Context: an optimization exercise on an open-source flow, tuned for small area and a short achievable clock period. The choices shown serve that exercise and are no tape-out recipe. Function was checked by simulation only, so behaviour that the tests miss may differ from the original. Power figures rest on the tool's default switching activity, not on a simulated workload.

## build 68
Design user_logic, start of the top module:
module user_logic
(
  Bus2IP_Clk,                      
  Bus2IP_Reset,                    
  Bus2IP_Data,                     
  Bus2IP_BE,                       
  Bus2IP_RdCE,                     
  Bus2IP_WrCE,                     
  IP2Bus_Data,                     
  IP2Bus_RdAck,                    
  IP2Bus_WrAck,                    
  IP2Bus_Error                     
);
Size in the first run: about 1,900 cells after synthesis, about 170 flip-flops, about 16,000 µm² of cells after synthesis.
export LEC_CHECK = 0
export ABC_AREA = 1
export CAP_MARGIN = 20
export CORE_MARGIN = 2
export CORE_UTILIZATION = 40
export SETUP_SLACK_MARGIN = 4.0
export SLEW_MARGIN = 20
export SYNTH_HIERARCHICAL = 1
export SYNTH_MINIMUM_KEEP_SIZE = 0
create_clock -name core_clock -period 8.0 [get_ports {Bus2IP_Clk}]
run.sh (not shown) runs the stock make flow with config.mk's settings and CLKGATE_MAP_FILE= SYNTH_SCRIPT=/design/flow/synth_recipe.tcl, a recipe that flattens the netlist after the stock synthesis.
Here is what was changed in the inputs of build 64 compared with build 68.
Settings: swapping 4.0 for 4.5 in SETUP_SLACK_MARGIN.
--- outcome ---
Compared with build 68, build 64 shows via count higher by about 6%. Lower multi-input logic portion of the cell area was reported by build 64, not build 68. Looking at destination of the critical timing path, the IP2Bus_Data[14] result is from build 64; the IP2Bus_Data[25] one comes from build 68. On floorplan core area, build 64 and build 68 are basically level. Est. power | build 64 vs build 68 | build 64 higher. Summary — count of non-CTS inverters in the layout, build 64 relative to build 68: higher, by 8.
Relative to build 64, the following input files were edited for build 19:
Settings: SETUP_SLACK_MARGIN now 3.5, was 4.5.
==> run summary <==
STATUS time the final worst path needs with I/O delays and setup: build 19 loses against build 64. Compared with build 64, the router placed fewer vias in build 19. In the flow results for build 19 and build 64, the layout buffer count excluding clock buffers is larger on build 64. Summary of build 19 over build 64: clock power fell about 4%, wire length -6.6 mm, overall power went down by about 5.6%, ratio of final minimum period to clock period shows an increase of 1.9 points, number of gates given a new drive strength after cts -177. Compared with build 64, in build 19 global-route wire length before repair decreased 4.5 mm; register-to-register slack decreased 630 ps; clock network fraction of design power increased 0.5 points.

---

## v19
Another version of the RTL of user_logic (not shown whole).
For scale: roughly 1600 cells after synthesis, ~170 flip-flops, roughly 79 I/O pins, about 16000 um2 of cells after synthesis.
clock: 8.0 ns
lec_check: 0
abc_area: 0
cap_margin: 20
core_margin: 2
core_utilization: 60
setup_slack_margin: 4.0
slew_margin: 20
synth_hierarchical: 1
synth_minimum_keep_size: 0
In summary, v19 completed successfully, with a layout that passed the timing, design-rule and antenna checks.
What v29 does differently from v19 at the input level:
# v19
export LEC_CHECK = 0
export ABC_AREA = 0
export CAP_MARGIN = 20
export CORE_MARGIN = 2
export CORE_UTILIZATION = 60
export SETUP_SLACK_MARGIN = 4.0
export SLEW_MARGIN = 20
export SYNTH_HIERARCHICAL = 1
export SYNTH_MINIMUM_KEEP_SIZE = 0
create_clock -name core_clock -period 8.0 [get_ports {Bus2IP_Clk}]
# v29
export LEC_CHECK = 0
export ABC_AREA = 0
export CAP_MARGIN = 20
export CORE_MARGIN = 2
export CORE_UTILIZATION = 40
export SETUP_SLACK_MARGIN = 4.0
export SLEW_MARGIN = 20
export SYNTH_HIERARCHICAL = 1
export SYNTH_MINIMUM_KEEP_SIZE = 0
create_clock -name core_clock -period 8.0 [get_ports {Bus2IP_Clk}]
Number of design-rule violations left by the first detailed-router iteration: higher on v29. The run showing the greater ratio of final minimum period to clock period is v19. Compared with v19, total vias in the final route in v29 decreased by a few percent. Fraction of the core area covered by cells at the end of the flow ends up lower on v29. Comparing v19 with v29, the total area of multi-input combinational cells came out essentially unchanged. Reported for v29 and v19, maximum number of pins on one net before global-route repair turned out identical to the last digit.
Setup changes, v29 to v37
==> flow/flow/run.sh (new file) <==
#!/bin/bash
set -euo pipefail
bash standard.sh "BUFFER_PORTS_ARGS=-buffer_cell sky130_fd_sc_hd__buf_1" finish > make.log 2>&1
==> flow/standard.sh (new file) <==
#!/bin/bash
# synth_recipe.tcl (not shown) runs the flow's synth.tcl, then flattens the netlist and writes it again
# the make line also repeats each setting of config.mk as NAME=value (left out here)
make -C /OpenROAD-flow-scripts/flow DESIGN_CONFIG=/design/flow/config.mk WORK_HOME=/design/flow/orfs CLKGATE_MAP_FILE= SYNTH_SCRIPT=/design/flow/synth_recipe.tcl "${@:-finish}"
removed: flow/run.sh
Relative to v29, cell area reported after detailed placement has decreased by 460 um2 in v37. Summary — amount of wire on met2 after detailed routing, v37 relative to v29: lower, by about 1.4%. Comparing final cell area excluding filler cells for v37 and v29, the smaller number came from v37. In v37, the initial antenna violation count came out 4 above the value in v29.

---

Setup of run 1:
Another version of the RTL of user_logic (not shown whole).
Size: roughly 1,600 cells after synthesis, ~170 flip-flops, roughly 79 I/O pins, ~15,000 sq um of cells after synthesis.
clock: 8.0 ns
lec_check: 0
abc_area: 0
cap_margin: 20
core_margin: 2
core_utilization: 40
setup_slack_margin: 4.0
slew_margin: 20
synth_hierarchical: 1
synth_minimum_keep_size: 0
standard.sh (not shown) runs the stock make flow with config.mk's settings and CLKGATE_MAP_FILE= SYNTH_SCRIPT=/design/flow/synth_recipe.tcl, a recipe that flattens the netlist after the stock synthesis.
==> flow/flow/run.sh <==
#!/bin/bash
set -euo pipefail
bash standard.sh "BUFFER_PORTS_ARGS=-buffer_cell sky130_fd_sc_hd__buf_2" \
  "CTS_ARGS=-sink_clustering_enable -repair_clock_nets -dont_use_dummy_load -sink_clustering_size 40 -sink_clustering_max_diameter 150" \
  finish > make.log 2>&1
The following lists how run 2 was set up differently from run 1:
==> flow/flow/run.sh <==
#!/bin/bash
set -euo pipefail
bash standard.sh "BUFFER_PORTS_ARGS=-buffer_cell sky130_fd_sc_hd__buf_2" \
  "CTS_ARGS=-sink_clustering_enable -repair_clock_nets -dont_use_dummy_load -sink_clustering_size 10 -buf_list sky130_fd_sc_hd__clkbuf_8 -root_buf sky130_fd_sc_hd__clkbuf_16" \
  finish > make.log 2>&1
- Run 2 completed; timing, DRC and antenna clean
- Share of cell area taken by flip-flops and latches (run 2 over run 1): increase, 0.19 points
- Of run 1 and run 2, the higher clock share of power belongs to run 1.
- In run 2, the non-clock buffer count came out 0.71% below the value in run 1.
- Total met2 wirelength after detailed routing (higher): run 1
- Final non-filler cell total: run 2 vs run 1 — no meaningful difference
- The post-synthesis sequential area ratio was comparable across run 1 and run 2.
- NOTE final instance area run 1->run 2 decreased slightly
## Diff of input files: run 3 against run 2
# run 2
export LEC_CHECK = 0
export ABC_AREA = 0
export CAP_MARGIN = 20
export CORE_MARGIN = 2
export CORE_UTILIZATION = 40
export SETUP_SLACK_MARGIN = 4.0
export SLEW_MARGIN = 20
export SYNTH_HIERARCHICAL = 1
export SYNTH_MINIMUM_KEEP_SIZE = 0
create_clock -name core_clock -period 8.0 [get_ports {Bus2IP_Clk}]
# run 3
export LEC_CHECK = 0
export ABC_AREA = 0
export CAP_MARGIN = 20
export CORE_MARGIN = 2
export CORE_UTILIZATION = 40
export PLACE_DENSITY = 0.75
export SETUP_SLACK_MARGIN = 4.0
export SLEW_MARGIN = 20
export SYNTH_HIERARCHICAL = 1
export SYNTH_MINIMUM_KEEP_SIZE = 0
create_clock -name core_clock -period 8.0 [get_ports {Bus2IP_Clk}]
==> flow/flow/run.sh <==
#!/bin/bash
set -euo pipefail
bash standard.sh "BUFFER_PORTS_ARGS=-buffer_cell sky130_fd_sc_hd__buf_2" \
  "CTS_ARGS=-sink_clustering_enable -repair_clock_nets -dont_use_dummy_load -sink_clustering_size 20" \
  finish > make.log 2>&1
==> run summary <==
Every stage of the flow completed for run 3, and the final layout passed the timing, design-rule and antenna checks. Relative to run 2, fraction of met3 tracks used by global routing increased by 4.4 points in run 3. Share of the final layout cell area in multi-input gates down 0.53 points in run 3 wrt run 2. Run 2 → run 3: utilization went up by 1.2 points; normalized max-slew margin went down by 8.0 points; pin slew with the least headroom to its limit went up by 0.12 ns. Run 3 drops more vias than run 2. Delta (run 3 minus run 2): per-instance average area after synthesis ~0 delta; clock distribution area overhead in the final layout +0.96 points. NOTE maximum resistive drop on vdd run 2->run 3 decreased by more than a quarter. Changes observed in run 3 relative to run 2: synthesis-to-layout area growth went up; number of antenna violations at the first check in global routing climbed 1.
Inputs modified between run 3 and run 4:
# run 3
export LEC_CHECK = 0
export ABC_AREA = 0
export CAP_MARGIN = 20
export CORE_MARGIN = 2
export CORE_UTILIZATION = 40
export PLACE_DENSITY = 0.75
export SETUP_SLACK_MARGIN = 4.0
export SLEW_MARGIN = 20
export SYNTH_HIERARCHICAL = 1
export SYNTH_MINIMUM_KEEP_SIZE = 0
create_clock -name core_clock -period 8.0 [get_ports {Bus2IP_Clk}]
# run 4
export LEC_CHECK = 0
export ABC_AREA = 0
export CAP_MARGIN = 20
export CORE_MARGIN = 2
export CORE_UTILIZATION = 40
export SETUP_SLACK_MARGIN = 4.0
export SLEW_MARGIN = 20
export SYNTH_HIERARCHICAL = 1
export SYNTH_MINIMUM_KEEP_SIZE = 0
create_clock -name core_clock -period 8.0 [get_ports {Bus2IP_Clk}]
### Flow results
Comparing run 4 and run 3, critical path's largest stage delay is higher on run 3. Run 3 -> run 4: final area decreased slightly. Run 4 ended up with sky130_fd_sc_hd__a31oi_1 as its slowest stage cell on the critical path; run 3 ended up with sky130_fd_sc_hd__a31oi_2. NOTE via count run 3->run 4 decreased by a few percent.
Input-level comparison between run 5 and run 4:
# run 4
export LEC_CHECK = 0
export ABC_AREA = 0
export CAP_MARGIN = 20
export CORE_MARGIN = 2
export CORE_UTILIZATION = 40
export SETUP_SLACK_MARGIN = 4.0
export SLEW_MARGIN = 20
export SYNTH_HIERARCHICAL = 1
export SYNTH_MINIMUM_KEEP_SIZE = 0
create_clock -name core_clock -period 8.0 [get_ports {Bus2IP_Clk}]
# run 5
export LEC_CHECK = 0
export ABC_AREA = 0
export CAP_MARGIN = 20
export CORE_MARGIN = 2
export CORE_UTILIZATION = 40
export SETUP_SLACK_MARGIN = 4.25
export SLEW_MARGIN = 20
export SYNTH_HIERARCHICAL = 1
export SYNTH_MINIMUM_KEEP_SIZE = 0
create_clock -name core_clock -period 8.0 [get_ports {Bus2IP_Clk}]
Findings:
- Final net count on run 5 is up relative to run 4.
- [compare] base=run 4 new=run 5: final RePlAce weighted congestion down 3.8%; relative area change from synthesis to final layout saw an increase; non-clock buffer count shows an increase of 41; violation count after the first detailed-route iteration now sits higher; fmax shows a reduction of 1.2%.

## port drivers added, routing unchanged
No port has a modelled driver above. Below, the same layouts with a new extraction and two added sets of constraints. Step 1 assumes that a clkbuf_16 drives the clock port and a buf_2 every other input. Step 2 moves the port delays by t, midway between the first and last clock arrival at a register: inputs arrive t later, outputs are due t later. That takes back most of the time a late clock gives input paths. Three values: no drivers, after step 1, after step 2; two values: the first two.
run | t, ns | setup WS [ns] | worst register clock-pin slew, ns | worst slew at a driven data input, ns | cell pins on the clock port's net
build 68 | 0.508 | 3.745 / 3.694 / 3.694 | 0.09 / 0.09 | 0.07 | 1
build 64 | 0.506 | 3.711 / 3.664 / 3.664 | 0.08 / 0.08 | 0.06 | 1
build 19 | 0.513 | 3.559 / 3.528 / 3.528 | 0.09 / 0.09 | 0.04 | 1
v19 | 0.499 | 3.783 / 3.694 / 3.694 | 0.09 / 0.09 | 0.14 | 1
v29 | 0.514 | 3.812 / 3.752 / 3.752 | 0.08 / 0.08 | 0.10 | 1
v37 | 0.514 | 3.844 / 3.763 / 3.763 | 0.09 / 0.09 | 0.12 | 1
run 1 | 0.502 | 4.020 / 3.879 / 3.879 | 0.08 / 0.08 | 0.22 | 1
run 2 | 0.457 | 4.008 / 3.871 / 3.871 | 0.10 / 0.10 | 0.22 | 1
run 3 | 0.495 | 3.917 / 3.761 / 3.761 | 0.08 / 0.08 | 0.17 | 1
run 4 | 0.502 | 4.020 / 3.879 / 3.879 | 0.08 / 0.08 | 0.22 | 1
run 5 | 0.504 | 3.972 / 3.848 / 3.848 | 0.08 / 0.08 | 0.19 | 1
After both steps every run listed still meets setup and hold. The setup slack of run 3, which loses most, moves by -0.156 ns with the drivers and by -0.156 ns with both steps.
